Source: an optimization exercise on an open RTL-to-GDS flow (aim: small area and a short achievable clock period). Production flows keep margins and buffers that such runs may drop. Only simulation tests tie the RTL to the original design; equivalence was not proved.

==> flow/design.v, too long to show whole: its modules and the start of the top module <==
// module FA: 4 lines
// module HA: 4 lines
// module FA1: 4 lines
// module AO: 3 lines
// module BS: 5 lines
// module KN: 3 lines
// module KR: 3 lines
// module KX: 3 lines
// module KXN: 3 lines
// module KIV: 3 lines
// module KGA: 3 lines
// module PA: 3 lines
// module PO: 3 lines
// module PG: 3 lines
// module SMX: 3 lines
// module XA: 3 lines
// module PG3: 3 lines
// module A4: 3 lines
// module SMX2: 3 lines
// module KGB: 3 lines
// module PE_cs_00: 3133 lines
// module PE_cs_01: 3133 lines
// module PE_cs_10: 3133 lines
// module PE_cs_11: 4473 lines
// module Systolic_Array: 48 lines
module Systolic_Array(IP_Left0, IP_Left4, IP_Left8, IP_Left12,
    IP_Up0, IP_Up1, IP_Up2, IP_Up3, Result0,
    Result1, Result2, Result3, Result4, Result5, Result6, Result7,
    Result8, Result9, Result10, Result11, Result12, Result13, Result14, Result15,
    Clk, Reset, Done);
  // ...
==> flow/flow/run.sh <==
#!/bin/bash
# Standard layout (the standard.sh) with two changes to how it is made:
#  - buffer_ports inserts sky130_fd_sc_hd__buf_4 as the port buffers;
#  - timing repair aims for 8.0 ns of setup slack instead of 0, so that it
#    sizes and buffers the critical paths beyond the 14 ns constraint.
# The clock period and the SDC constraints are the design's, unchanged.
set -o pipefail
export BUFFER_PORTS_ARGS="-buffer_cell sky130_fd_sc_hd__buf_4"
export SETUP_SLACK_MARGIN=8.0
bash standard.sh 2>&1 | tee standard.log
==> flow/standard.sh <==
#!/bin/bash
# synth_recipe.tcl (not shown) runs the flow's synth.tcl, then flattens the netlist and writes it again
# the make line also repeats each setting of config.mk as NAME=value (left out here)
make -C /OpenROAD-flow-scripts/flow DESIGN_CONFIG=/design/flow/config.mk WORK_HOME=/design/flow/orfs CLKGATE_MAP_FILE= SYNTH_SCRIPT=/design/flow/synth_recipe.tcl "${@:-finish}"
==> flow/config.mk <==
export PLATFORM = sky130hd
export DESIGN_NAME = Systolic_Array
export DESIGN_NICKNAME = Systolic_Array
export VERILOG_FILES = /design/flow/design.v
export SDC_FILE = /design/flow/constraint.sdc
export NUM_CORES = 8
export LEC_CHECK = 0
export CAP_MARGIN = 20
export CORE_MARGIN = 2
export CORE_UTILIZATION = 40
export SLEW_MARGIN = 20
export SYNTH_HIERARCHICAL = 1
export TNS_END_PERCENT = 10
==> flow/constraint.sdc <==
create_clock -name core_clock -period 14.0 [get_ports {Clk}]
set_input_delay 2.8000 -clock core_clock [delete_from_list [all_inputs] [get_ports {Clk}]]
set_output_delay 2.8000 -clock core_clock [all_outputs]
set_load 0.01 [all_outputs]
==> impl_metrics.ini, run 1 <==
[worst_setup_path]
worstSetupPathType = flop to output pin
critPathBufInv = 1
startpoint_type = flop
path_cells = a31o_1 -> a21o_1 -> a21o_1 -> a21o_1 -> a21o_1 -> xor2_2 -> buf_4

[global_routing]
grt-ovfl-total = 0
globalRouteMet1Util = 0.431
met3_usage = 0.125
busiest_layer = met2
grt_pass1_wl_mm = 3150

[cells_and_area]
mostFrequentLayoutCells = fa_1, xor2_1, a22o_1
largest_cell_class = multi-input gates
multi_input_area_share = 0.766
nClkBuffers = 461
fill_cells = 109000
comb.multi_input.count = 35800
buffers_excl_clock = 3265
final_area_um2 = 547000

[sta]
hold_violations = 0
tns_ns = 0
slew_headroom = 0.131
rsz0062_at_grt = true

[cts]
tritoncts = built
cts_hold_buf = 0
clk-insertion-delay-late_ns = 1.20
root_buffer = clkbuf_16

[route]
drc = 0
drt_iter0_drc = 45800

[die]
initial_core_util = 0.400
chipHeight_mm = 1.10

[placed_design]
placed_cells = 57800
post-place-ws_ns = 6.14

[run_status]
outcome = no timing/DRC/antenna violations

[hold_path]
holdPathStages = 0
==> inputs of run 2 (changes only) <==
--- a/flow/config.mk
+++ b/flow/config.mk
@@ -8,6 +8,8 @@
 export CAP_MARGIN = 20
 export CORE_MARGIN = 2
 export CORE_UTILIZATION = 40
+export CTS_CLUSTER_DIAMETER = 100
+export CTS_CLUSTER_SIZE = 25
 export SLEW_MARGIN = 20
 export SYNTH_HIERARCHICAL = 1
 export TNS_END_PERCENT = 10
==> impl_metrics.ini, run 2 <==
[run_status]
outcome = no timing/DRC/antenna violations

[cts]
root_buffer = clkbuf_16
clock_sinks = 2325
cts_buffer_depth = 5
tritoncts = built
cts_hold_buf = 0
cts_htree_levels = 4
clk-insertion-delay-late_ns = 1.24
clkTransAtPathRegs_ns = 0.09
numCtsBuffers = 251

[cells_and_area]
final_core_utilization = 0.455
final_area_um2 = 544000
fill_cells = 109000
layout_commonest_cell = fa_1
drive_above_1_share = 0.160
mostFrequentLayoutCells = fa_1, xor2_1, a22o_1
finalNonFillerCells = 59400
syn_to_final_growth_pct = 13.7
multi_input_area_um2 = 419000
regArea_um2 = 59900
nets = 54200

[logic_synthesis]
syn_inst = 40100
netlist_area_um2 = 479000
yosysWarnings = 11
syn_area_per_cell_um2 = 11.9

[sta]
tightest_slew_ns = 1.33
fin_ws_ns = 7.66
rsz0062_at_grt = true
hold_violations = 0
tns_ns = 0
finalMaxSlewViolations = 0
finalCritPeriodShare = 0.453
timing.fmax_mhz = 158
period_needed_ns = 6.34
slew_headroom = 0.108
setup_viol_count_final = 0
skew_ns = 0.122

[global_routing]
first_global_vias = 427000
grt_start_max_net_pins = 95
antenna_found_initial = 177
grt_use_total = 0.358
grt_pass1_wl_mm = 3140
grt-ovfl-total = 0

[placed_design]
placedInstanceArea_um2 = 515000
post-place-ws_ns = 6.14
io_buffers = 1282
place_hpwl_mm = 1420
placed_cells = 57800
place_congestion = 0.973

[die]
die_w_mm = 1.10
core_area_um2 = 1200000
chipHeight_mm = 1.10
io-pin-count = 1283
std_cell_rows = 402
dieArea_um2 = 1210000
initial_core_util = 0.400

[route]
final_antenna_net_count = 0
drt_iter0_drc = 44600
viasPerCell = 6.52
avgRoutedWirePerCell_um = 37.0
dr.pass1.iters = 10
wirelength_mm = 2200
vias = 387000
drc = 0

[hold_path]
hp-class = flop to flop

[run]
maxCapViolCount = 0

[worst_setup_path]
critPathArrivalTime_ns = 3.54
path_max_fanout = 4
startpoint_type = flop
crit_path_end_kind = output pin
cp.required_ns = 11.20
worstSetupPathType = flop to output pin
run 2: final timing paths:
kind | endpoint | cells past startpoint | startpoint | slack, ns
min in group asynchronous | P14.right_o[28]$_DFF_PP0_ | 2 | Reset | 1.91
setup reg to reg | P14.rc[16]$_DFF_PP0_ | 15 | P10.down_o[17]$_DFF_PP0_ | 7.70
max in group asynchronous | P0.right_o[31]$_DFF_PP0_ | 5 | Reset | 9.21
hold reg to reg | P10.down_o[30]$_DFF_PP0_ | 0 | P6.down_o[30]$_DFF_PP0_ | 0.45
setup / recovery | Result6[14] | 5 | P6.rs[3]$_DFF_PP0_ | 7.66
hold / removal | P10.down_o[30]$_DFF_PP0_ | 0 | P6.down_o[30]$_DFF_PP0_ | 0.45
run 2: worst max-delay path, stage by stage (launching register included):
cell     delay (ns)
dfrtp_2        0.44
and4_1         0.23
a21o_1         0.19
a21o_4         0.25
xor2_1         0.94
buf_4          0.28
run 2: what timing repair did:
action	CTS	global route
resized for setup	1216	1743
endpoints found under the setup margin	1058	1134
pin swaps	251	194
gates cloned	1	13
buffers inserted	385	694
run 2: layout make-up:
class                      count  share of cell area
multi-input combinational  35800               0.771
sequential                  2325               0.110
antenna                      112            0.000515
tap                        16000              0.0367
inverter                    1204             0.00844
timing repair buffer        3548              0.0559
clock buffer                 262              0.0117
clock inverter               202             0.00619
run 2: metrics by stage:
stage | hold WS (ns)
after detailed placement | 0.482
after global placement | 0.475
final | 0.450
after CTS | 0.460
after floorplan | 0.403
after global routing | 0.443
run 2: metal layers:
metal / track usage / vias to the layer above / part of all wire
met4: 0.251 / 88 / 0.088
met3: 0.124 / 9453 / 0.13
li1: - / 146000 / -
met1: 0.431 / 200000 / 0.35
met5: 0.00191 / - / 0.00040
met2: 0.538 / 31700 / 0.43

-- what the ideal ports hide --
The results above use ideal ports. As a check the final layouts listed here were re-extracted and re-timed, cells and wires unchanged.
Step 1 assumes that a clkbuf_16 drives the clock port and a buf_2 every other input.
Step 2 moves the port delays by t, midway between the first and last clock arrival at a register: inputs arrive t later, outputs are due t later. That takes back most of the time a late clock gives input paths.
Slacks: ideal / step 1 / step 2; pairs: ideal / step 1.
run	t, ns	slack for setup (ns)	worst setup path at the end	worst data-port slew with drivers (ns)
run 1	1.303	7.615 / 7.469 / 6.433	input to register	0.52
run 2	1.341	7.665 / 7.502 / 6.401	input to register	0.39
After both steps setup and hold are still met in every run listed. For run 2, which loses most, drivers alone change the setup slack by -0.163 ns; drivers and shift together by -1.264 ns.
